Background: an optimization exercise with open tools, aiming at small area. Do not read the settings as production practice. Only simulation tests tie the RTL to the original design; equivalence was not proved. Power is estimated from default activity; no workload was simulated.

==> v3 <==
==> flow/design.v <==
module regs (
input         clk,
input         rst_n,
input  [ 4:0] rs1_nx,      
input  [ 4:0] rs2_nx,
output [31:0] rs1_dat,
output [31:0] rs2_dat,
input         we,
input  [ 4:0] rd,
input  [31:0] rd_dat
);
reg  [31:1] valid;
reg  [32*32-1:32] mem;
reg  [31:1] sel1, sel2;    
wire [31:1] wsel;
genvar i;
generate for (i = 1; i < 32; i = i + 1) begin : g_reg
    assign wsel[i] = we & (rd == i);
    always @(posedge clk or negedge rst_n)
        if (~rst_n)       valid[i] <= 1'b0;
        else if (wsel[i]) valid[i] <= 1'b1;
    always @(posedge clk)
        if (wsel[i]) mem[i*32 +: 32] <= rd_dat;
    always @(posedge clk) begin
        sel1[i] <= (rs1_nx == i) & (valid[i] | wsel[i]);
        sel2[i] <= (rs2_nx == i) & (valid[i] | wsel[i]);
    end
end endgenerate
reg [31:0] r1, r2;
integer k;
always @(*) begin
    r1 = 32'b0;
    r2 = 32'b0;
    for (k = 1; k < 32; k = k + 1) begin
        r1 = r1 | ({32{sel1[k]}} & mem[k*32 +: 32]);
        r2 = r2 | ({32{sel2[k]}} & mem[k*32 +: 32]);
    end
end
assign rs1_dat = r1;
assign rs2_dat = r2;
endmodule
module alu (
input      [31:0] a,
input      [31:0] b,
input      [ 2:0] funct3,
input             arith,      
input             sub,        
input             force_add,  
output     [31:0] sum,
output            eq,
output            lts,
output            ltu,
output reg [31:0] res
);
wire [32:0] s33 = {1'b0, a} + {1'b0, b ^ {32{sub}}} + {32'b0, sub};
assign sum = s33[31:0];
assign eq  = ~|sum;
assign ltu = ~s33[32];
assign lts = (a[31] ^ b[31]) ? a[31] : sum[31];
wire        left = (funct3 == 3'b001);
wire [31:0] a_rev;
wire [31:0] sr;
wire [31:0] sr_rev;
genvar i;
generate for (i = 0; i < 32; i = i + 1) begin : g_rev
    assign a_rev[i]  = a[31-i];
    assign sr_rev[i] = sr[31-i];
end endgenerate
wire [31:0] sin  = left ? a_rev : a;
wire        fill = ~left & arith & a[31];
wire [32:0] sx   = $signed({fill, sin}) >>> b[4:0];
assign sr = sx[31:0];
wire [31:0] shf = left ? sr_rev : sr;
always @(*) begin
    if (force_add) res = sum;
    else case (funct3)
        3'b000: res = sum;
        3'b001: res = shf;
        3'b010: res = {31'b0, lts};
        3'b011: res = {31'b0, ltu};
        3'b100: res = a ^ b;
        3'b101: res = shf;
        3'b110: res = a | b;
        default: res = a & b;
    endcase
end
endmodule
module starsea_core
(
  input          clk                ,
  input          rst_n              ,
  input          intr               ,
  output  [31:0] inst_addr          ,
  input   [31:0] inst_data          ,
  output         dram_we_o          ,
  output  [ 3:0] dram_be_o          ,
  output         dram_rd_o          ,
  output  [31:0] dram_addr_o        ,
  output  [31:0] dram_wdat_o        ,
  input   [31:0] dram_rdat          ,
  output         reg_bus_we         ,
  output  [31:0] reg_bus_addr       ,
  output  [31:0] reg_bus_wdat       ,
  output         reg_bus_rd         ,
  input   [31:0] reg_bus_rdat
);
reg  [31:0] pc_inc;         
reg  [31:0] inst_ex;        
reg  [31:0] pc_d;           
reg         pc_jump_en_d;
reg  [ 4:0] rd_d;           
reg  [31:0] add_res;        
reg         add_res_val;
reg  [31:0] addr;           
reg  [31:0] wdat;           
reg  [ 2:0] funct3_wb;
reg         dram_we;
reg         dram_as;
reg         csrr_rd_en;
reg         btype_inst_wb;
reg         jalr_bran_take;
reg         btype_bran_take;
reg         ecall_bran_take;
reg         ebreak_bran_take;
reg         mret_bran_take;
reg         misalign_bran_take;
reg         jalr_misalign_bran_take;
reg         j_misalign_exception_ex;
reg         j_misalign_bran_take;
reg         intr_d;
reg         intr_bran_take;
reg  [31:0] mtvec;
reg  [31:0] mstatus;
reg  [31:0] mepc;
reg  [31:0] mtval;
reg  [ 3:0] mcause;
wire grp_x      = intr_bran_take | misalign_bran_take | jalr_misalign_bran_take |
                  j_misalign_bran_take | mret_bran_take | ebreak_bran_take;
wire pc_jump_en = grp_x | ecall_bran_take | jalr_bran_take | btype_bran_take;
wire [3:0] pc_sel = {grp_x, ecall_bran_take, jalr_bran_take, pc_jump_en};
reg [31:0] pc;
always @(*) begin
    case (pc_sel)
    4'b0001: pc = addr;
    4'b0011: pc = {addr[31:1], 1'b0};
    4'b0101: pc = mtvec;
    4'b1001: pc = mret_bran_take ? addr : mtvec;
    default: pc = pc_inc;
    endcase
end
assign inst_addr = pc;
wire        jal_inst = inst_data[6:0] == 7'b1101111;
wire [31:0] jal_imm  = {{11{inst_data[31]}}, inst_data[31], inst_data[19:12], inst_data[20], inst_data[30:21], 1'b0};
wire        j_misalign_exception = jal_inst & (pc[0] | (pc[1] ^ inst_data[21]));
always @(posedge clk or negedge rst_n)
    if (~rst_n) pc_inc <= 32'b0;
    else        pc_inc <= pc + (jal_inst ? jal_imm : 32'd4);
always @(posedge clk or negedge rst_n)
    if (~rst_n) inst_ex <= 32'b0;
    else        inst_ex <= inst_data;
always @(posedge clk) begin
    pc_d         <= pc;
    pc_jump_en_d <= pc_jump_en;
end
wire [6:0] op     = inst_ex[6:0];
wire [2:0] f3     = inst_ex[14:12];
wire [6:0] f7     = inst_ex[31:25];
wire [11:0] f12   = inst_ex[31:20];
wire is_r     = op == 7'b0110011;
wire is_iari  = op == 7'b0010011;
wire is_load  = op == 7'b0000011;
wire is_store = op == 7'b0100011;
wire is_lui   = op == 7'b0110111;
wire is_auipc = op == 7'b0010111;
wire is_br    = op == 7'b1100011;
wire is_jal   = op == 7'b1101111;
wire is_jalr  = op == 7'b1100111 && f3 == 3'b000;
wire is_sys   = op == 7'b1110011;
wire is_i     = is_load | is_iari | (op == 7'b1100111);
wire [4:0] rs1_ex = is_lui ? 5'b0 : inst_ex[19:15];
wire [4:0] rs2_ex = inst_ex[24:20];
wire [4:0] rd_ex  = (is_br | is_store) ? 5'b0 : inst_ex[11:7];
wire [31:0] imm_s = {{20{inst_ex[31]}}, inst_ex[31:25], is_store ? inst_ex[11:7] : inst_ex[24:20]};
wire [31:0] imm_u = {inst_ex[31:12], 12'b0};
wire [31:0] imm_b = {{20{inst_ex[31]}}, inst_ex[7], inst_ex[30:25], inst_ex[11:8], 1'b0};
wire go = ~pc_jump_en;
wire [4:0] rs1_nx = (inst_data[6:0] == 7'b0110111) ? 5'b0 : inst_data[19:15];
wire [4:0] rs2_nx = inst_data[24:20];      
wire [31:0] rs1_rf, rs2_rf;
wire [31:0] rd_dat;
wire        rd_val = dram_as | add_res_val | csrr_rd_en;
regs u_regs (
.clk     (clk                ),
.rst_n   (rst_n              ),
.rs1_nx  (rs1_nx             ),
.rs2_nx  (rs2_nx             ),
.rs1_dat (rs1_rf             ),
.rs2_dat (rs2_rf             ),
.we      (rd_val             ),
.rd      (rd_d               ),
.rd_dat  (rd_dat             )
);
wire hazard_rs1 = ~pc_jump_en_d & (rs1_ex == rd_d) & (|rd_d);
wire hazard_rs2 = ~pc_jump_en_d & (rs2_ex == rd_d) & (|rd_d);
wire [31:0] opa = hazard_rs1 ? rd_dat : rs1_rf;
wire [31:0] opb = hazard_rs2 ? rd_dat : rs2_rf;
wire [31:0] alu_b = (is_r | is_br) ? opb : is_lui ? imm_u : imm_s;
wire        alu_sub = is_br | ((is_r | is_iari) & (f3 == 3'b010 | f3 == 3'b011)) |
                      (is_r & f3 == 3'b000 & f7[5]);
wire [31:0] sum, alu_res;
wire        eq, lts, ltu;
alu u_alu (
.a         (opa        ),
.b         (alu_b      ),
.funct3    (f3         ),
.arith     (f7[5]      ),
.sub       (alu_sub    ),
.force_add (is_lui     ),
.sum       (sum        ),
.eq        (eq         ),
.lts       (lts        ),
.ltu       (ltu        ),
.res       (alu_res    )
);
wire op_ok = (f7 == 7'b0000000) |
             (f7 == 7'b0100000 & (f3 == 3'b101 | (is_r & f3 == 3'b000))) |
             (is_iari & f3 != 3'b001 & f3 != 3'b101);
wire [31:0] pc_b   = is_auipc ? imm_u : is_br ? imm_b : 32'd4;
wire [31:0] pc_sum = pc_d + pc_b;
reg br_cond;
always @(*) begin
    case (f3)
    3'b000: br_cond = eq;
    3'b001: br_cond = ~eq;
    3'b100: br_cond = lts;
    3'b110: br_cond = ltu;
    3'b111: br_cond = ~ltu;
    default: br_cond = ~lts;
    endcase
end
wire load_misalign_exception  = go & is_load &
                                ((f3 == 3'b010 & (|sum[1:0])) | ((f3 == 3'b001 | f3 == 3'b101) & sum[0]));
wire store_misalign_exception = go & is_store &
                                ((f3 == 3'b010 & (|sum[1:0])) | (f3 == 3'b001 & sum[0]));
wire misalign_exception       = btype_inst_wb & (|pc[1:0]);
wire jalr_misalign_exception  = jalr_bran_take & addr[1];
wire ecall_ex  = go & is_sys & f12 == 12'h000 & f3 == 3'b000;
wire ebreak_ex = go & is_sys & f12 == 12'h001 & f3 == 3'b000;
wire mret_ex   = go & is_sys & f7 == 7'h18 & f3 == 3'b000;
wire csrw      = go & is_sys & f3 == 3'b001;
wire intr_take = intr & ~intr_d & mstatus[3];
wire upd_res = go & (((is_r | is_iari) & op_ok) | is_lui | is_auipc | is_jal | is_jalr);
always @(posedge clk or negedge rst_n)
    if (~rst_n)       add_res <= 32'b0;
    else if (upd_res) add_res <= (is_auipc | is_jal | is_jalr) ? pc_sum : alu_res;
reg [31:0] csr_rd;
always @(*) begin
    case (f12)
    12'h300: csr_rd = mstatus;
    12'h305: csr_rd = mtvec;
    12'h341: csr_rd = mepc;
    12'h342: csr_rd = {28'b0, mcause};
    12'h343: csr_rd = mtval;
    default: csr_rd = 32'b0;
    endcase
end
always @(posedge clk) begin
    addr          <= is_br ? pc_sum : is_sys ? mepc : sum;
    wdat          <= is_store ? opb : (is_sys & f3 == 3'b010) ? csr_rd : 32'b0;
    funct3_wb     <= f3;
    rd_d          <= rd_ex;
    btype_inst_wb <= is_br;
end
always @(posedge clk or negedge rst_n)
    if (~rst_n) begin
        add_res_val             <= 1'b0;
        dram_we                 <= 1'b0;
        dram_as                 <= 1'b0;
        csrr_rd_en              <= 1'b0;
        jalr_bran_take          <= 1'b0;
        btype_bran_take         <= 1'b0;
        ecall_bran_take         <= 1'b0;
        ebreak_bran_take        <= 1'b0;
        mret_bran_take          <= 1'b0;
        misalign_bran_take      <= 1'b0;
        jalr_misalign_bran_take <= 1'b0;
        j_misalign_exception_ex <= 1'b0;
        j_misalign_bran_take    <= 1'b0;
        intr_d                  <= 1'b0;
        intr_bran_take          <= 1'b0;
    end else begin
        add_res_val             <= go & (is_r | is_iari | is_lui | is_auipc | is_jal | is_jalr);
        dram_we                 <= go & is_store & ~store_misalign_exception;
        dram_as                 <= go & is_load & ~load_misalign_exception;
        csrr_rd_en              <= go & is_sys & (f3 == 3'b001 | f3 == 3'b010 | f3 == 3'b111);
        jalr_bran_take          <= go & is_jalr;
        btype_bran_take         <= go & is_br & ((hazard_rs1 & hazard_rs2) | br_cond);
        ecall_bran_take         <= ecall_ex;
        ebreak_bran_take        <= ebreak_ex;
        mret_bran_take          <= mret_ex;
        misalign_bran_take      <= misalign_exception | load_misalign_exception | store_misalign_exception;
        jalr_misalign_bran_take <= jalr_misalign_exception;
        j_misalign_exception_ex <= j_misalign_exception;
        j_misalign_bran_take    <= j_misalign_exception_ex;
        intr_d                  <= intr;
        intr_bran_take          <= intr_take;
    end
always @(posedge clk or negedge rst_n)
    if (~rst_n)                       mtvec <= 32'd4;
    else if (csrw && f12 == 12'h305)  mtvec <= opa;
always @(posedge clk or negedge rst_n)
    if (~rst_n)                       mstatus <= 32'b0;
    else if (csrw && f12 == 12'h300)  mstatus <= opa;
always @(posedge clk or negedge rst_n)
    if (~rst_n)                       mepc <= 32'b0;
    else if (csrw && f12 == 12'h341)  mepc <= opa;
    else if (ecall_ex | ebreak_ex | store_misalign_exception | load_misalign_exception |
             misalign_exception | intr_take)
                                      mepc <= pc_d;
always @(posedge clk or negedge rst_n)
    if (~rst_n)                       mcause <= 4'd0;
    else if (ecall_ex)                mcause <= 4'd11;
    else if (ebreak_ex)               mcause <= 4'd3;
    else if (load_misalign_exception) mcause <= 4'd4;
    else if (store_misalign_exception) mcause <= 4'd6;
    else if (misalign_exception)      mcause <= 4'd0;
always @(posedge clk or negedge rst_n)
    if (~rst_n) mtval <= 32'b0;
    else if (misalign_exception | jalr_misalign_exception | j_misalign_exception_ex)
                mtval <= pc;
    else if (load_misalign_exception | store_misalign_exception)
                mtval <= sum;
wire [31:0] dout = addr[31] ? reg_bus_rdat : dram_rdat;
reg  [ 7:0] ld_byte;
always @(*) begin
    case (addr[1:0])
    2'd0: ld_byte = dout[ 7: 0];
    2'd1: ld_byte = dout[15: 8];
    2'd2: ld_byte = dout[23:16];
    default: ld_byte = dout[31:24];
    endcase
end
wire [15:0] ld_half = addr[1] ? dout[31:16] : dout[15:0];
reg  [31:0] load_data;
always @(*) begin
    case (funct3_wb)
    3'b000: load_data = {{24{ld_byte[7]}}, ld_byte};
    3'b100: load_data = {24'b0, ld_byte};
    3'b001: load_data = {{16{ld_half[15]}}, ld_half};
    3'b101: load_data = {16'b0, ld_half};
    3'b010: load_data = dout;
    default: load_data = 32'b0;
    endcase
end
assign rd_dat = dram_as ? load_data : csrr_rd_en ? wdat : add_res;
wire sb = funct3_wb == 3'b000;
wire sh = funct3_wb == 3'b001;
wire sw = funct3_wb == 3'b010;
wire [3:0] be;
assign be[0] = (sb & addr[1:0] == 2'd0) | (sh & ~addr[1]) | sw;
assign be[1] = (sb & addr[1:0] == 2'd1) | (sh & ~addr[1]) | sw;
assign be[2] = (sb & addr[1:0] == 2'd2) | (sh &  addr[1]) | sw;
assign be[3] = (sb & addr[1:0] == 2'd3) | (sh &  addr[1]) | sw;
wire [31:0] st_dat;
assign st_dat[ 7: 0] = be[0] ? wdat[7:0] : 8'b0;
assign st_dat[15: 8] = be[1] ? (sb ? wdat[7:0] : wdat[15:8]) : 8'b0;
assign st_dat[23:16] = be[2] ? (sw ? wdat[23:16] : wdat[7:0]) : 8'b0;
assign st_dat[31:24] = be[3] ? (sb ? wdat[7:0] : sh ? wdat[15:8] : wdat[31:24]) : 8'b0;
assign dram_we_o    = dram_we & ~addr[31];
assign dram_rd_o    = dram_as & ~addr[31];
assign dram_be_o    = be;
assign dram_addr_o  = {~addr[30], ~addr[30], addr[29:0]};
assign dram_wdat_o  = st_dat;
assign reg_bus_we   = dram_we & addr[31];
assign reg_bus_rd   = dram_as & addr[31];
assign reg_bus_addr = addr;
assign reg_bus_wdat = st_dat;
endmodule
==> flow/run.sh <==
#!/bin/bash
# synth_recipe.tcl (not shown) runs the flow's synth.tcl, then flattens the netlist and writes it again
# the make line also repeats each setting of config.mk as NAME=value (left out here)
make -C /OpenROAD-flow-scripts/flow DESIGN_CONFIG=/design/flow/config.mk WORK_HOME=/design/flow/orfs CLKGATE_MAP_FILE= SYNTH_SCRIPT=/design/flow/synth_recipe.tcl finish
==> flow/config.mk <==
export PLATFORM = sky130hd
export DESIGN_NAME = starsea_core
export DESIGN_NICKNAME = starsea_core
export VERILOG_FILES = /design/flow/design.v
export SDC_FILE = /design/flow/constraint.sdc
export NUM_CORES = 4
export LEC_CHECK = 0
export CAP_MARGIN = 35
export CORE_MARGIN = 2
export CORE_UTILIZATION = 30
export SLEW_MARGIN = 35
==> flow/constraint.sdc <==
create_clock -name core_clock -period 12.0 [get_ports {clk}]
set_input_delay 2.4000 -clock core_clock [delete_from_list [all_inputs] [get_ports {clk}]]
set_output_delay 2.4000 -clock core_clock [all_outputs]
set_load 0.01 [all_outputs]
==> v4 (differences from v3) <==
--- a/flow/design.v
+++ b/flow/design.v
@@ -253,20 +253,15 @@
 always @(posedge clk or negedge rst_n)
     if (~rst_n)       add_res <= 32'b0;
     else if (upd_res) add_res <= (is_auipc | is_jal | is_jalr) ? pc_sum : alu_res;
-reg [31:0] csr_rd;
-always @(*) begin
-    case (f12)
-    12'h300: csr_rd = mstatus;
-    12'h305: csr_rd = mtvec;
-    12'h341: csr_rd = mepc;
-    12'h342: csr_rd = {28'b0, mcause};
-    12'h343: csr_rd = mtval;
-    default: csr_rd = 32'b0;
-    endcase
-end
+wire csr_r = is_sys & f3 == 3'b010;
+wire [31:0] csr_rd = ({32{csr_r & f12 == 12'h300}} & mstatus) |
+                     ({32{csr_r & f12 == 12'h305}} & mtvec) |
+                     ({32{(csr_r & f12 == 12'h341) | f3 == 3'b000}} & mepc) |
+                     ({32{csr_r & f12 == 12'h342}} & {28'b0, mcause}) |
+                     ({32{csr_r & f12 == 12'h343}} & mtval);
 always @(posedge clk) begin
-    addr          <= is_br ? pc_sum : is_sys ? mepc : sum;
-    wdat          <= is_store ? opb : (is_sys & f3 == 3'b010) ? csr_rd : 32'b0;
+    addr          <= is_br ? pc_sum : is_sys ? csr_rd : sum;
+    wdat          <= opb;
     funct3_wb     <= f3;
     rd_d          <= rd_ex;
     btype_inst_wb <= is_br;
@@ -352,7 +347,7 @@
     default: load_data = 32'b0;
     endcase
 end
-assign rd_dat = dram_as ? load_data : csrr_rd_en ? wdat : add_res;
+assign rd_dat = dram_as ? load_data : csrr_rd_en ? addr : add_res;
 wire sb = funct3_wb == 3'b000;
 wire sh = funct3_wb == 3'b001;
 wire sw = funct3_wb == 3'b010;
==> flow/flow/run.sh (new file) <==
#!/bin/bash
# Standard ORFS layout (the standard.sh), with these changes to how it is made:
#  - ABC maps the logic with an area-oriented script (abc_area_nf.script) in place
#    of ORFS's delay-oriented one; registers are mapped before ABC, so they are
#    the standard synthesis's registers;
#  - the port buffers are buf_1 cells instead of clkdlybuf4s50_1;
#  - clock tree synthesis uses small clock buffers and no dummy loads.
# ORFS writes each step's full log to orfs/logs/; make's own output goes to
# flow_make.log in the work folder.
set -euo pipefail
cd "$(dirname "$0")/.."
W=$PWD
rm -rf "$W/scripts_alt"
cp -r "$FLOW_HOME/scripts" "$W/scripts_alt"
cp "$W/flow/abc_area_nf.script" "$W/scripts_alt/abc_speed.script"
bash "$W/standard.sh" "SCRIPTS_DIR=$W/scripts_alt" \
    "BUFFER_PORTS_ARGS=-buffer_cell sky130_fd_sc_hd__buf_1" \
    "CTS_ARGS=-sink_clustering_enable -repair_clock_nets -dont_use_dummy_load -buf_list sky130_fd_sc_hd__clkbuf_4 -root_buf sky130_fd_sc_hd__clkbuf_8" \
    finish > "$W/flow_make.log" 2>&1
==> flow/flow/abc_area_nf.script (new file) <==
&get -n
&st
&dch
&nf -R 1000 -p -F 8 -A 4
&put
==> flow/standard.sh (new file) <==
#!/bin/bash
# synth_recipe.tcl (not shown) runs the flow's synth.tcl, then flattens the netlist and writes it again
# the make line also repeats each setting of config.mk as NAME=value (left out here)
make -C /OpenROAD-flow-scripts/flow DESIGN_CONFIG=/design/flow/config.mk WORK_HOME=/design/flow/orfs CLKGATE_MAP_FILE= SYNTH_SCRIPT=/design/flow/synth_recipe.tcl "${@:-finish}"
==> flow/config.mk (replaced) <==
export PLATFORM = sky130hd
export DESIGN_NAME = starsea_core
export DESIGN_NICKNAME = starsea_core
export VERILOG_FILES = /design/flow/design.v
export SDC_FILE = /design/flow/constraint.sdc
export NUM_CORES = 4
export LEC_CHECK = 0
export CAP_MARGIN = 20
export CORE_MARGIN = 2
export CORE_UTILIZATION = 40
export SLEW_MARGIN = 20
removed: flow/run.sh
==> qor summary <==
| item | v3 | v4 |
|---|---|---|
| Run status | finished clean | finished clean |
| Critical R2R Launch | inst_ex[5] | addr[0] |
| Netlist Area Pre-Place | 71100 µm² | 66400 µm² |
| Metal-1 WL | 131 mm | 112 mm |
| Fraction of the mapped netlist area in compound gates | 22.3% | 19.9% |
| Vias/cell | 6.82 | 6.90 |
| Share of the synthesized area in the top cell type | 41.9% | 44.8% |
| Final standard cell utilization of the core | 35.8% | 45.6% |
| Sequential standard cell area | 40100 µm² | 40000 µm² |
| Root Driver | sky130_fd_sc_hd__clkbuf_16 | sky130_fd_sc_hd__clkbuf_8 |
| Post-route standard cell area excluding fillers | 84300 µm² | 75300 µm² |
| Floorplan die height | 491 µm | 411 µm |
| Largest stage delay on the critical path | 720 ps | 540 ps |
| Met2 WL | 167 mm | 124 mm |
| Worst Path Required | 12760 ps | 12880 ps |
| Cts bufs inserted | 157 | 379 |
| Non-clock inverter total of the final layout | 161 | 137 |
| DP Area | 78800 µm² | 72100 µm² |
| Core area | 236000 µm² | 165000 µm² |
| Power consumed by combinational cells | 2.85 mW | 1.30 mW |
| Share of cells above drive strength 1 | 12.4% | 11.4% |
| Worst Max-Slew Pin Slew | 1160 ps | 1370 ps |
| TAP cells | 3150 | 2189 |
| Global routing met1 resource utilization | 36.7% | 45.7% |

[static timing again, ports no longer ideal]
The results above use ideal ports. As a check the final layouts listed here were re-extracted and re-timed, cells and wires unchanged.
Step 1: set_driving_cell puts a clkbuf_16 on clk and a buf_2 on each other input, an assumption about the parent block.
Step 2 adds t to the input delays and takes it off the output delays; t is the mean of the earliest and latest rising clock arrival at the registers after step 1. Input paths then give back, and output paths get back, about the clock's delay inside the block.
a / b / c = ideal ports / drivers / drivers and shift; a / b = the first two.
| run | t (ns) | setup slack, ns | hold slack, ns | clock arrival spread, ns |
|---|---|---|---|---|
| v3 | 0.930 | 2.914 / 2.978 / 2.048 | 0.370 / 0.370 / 0.370 | 0.073 / 0.074 |
| v4 | 1.096 | 2.506 / 2.564 / 1.468 | 0.385 / 0.385 / 0.385 | 0.111 / 0.112 |
After both steps setup and hold are still met in every run listed. The setup slack of v4, which loses most, moves by +0.058 ns with the drivers and by -1.038 ns with both steps.
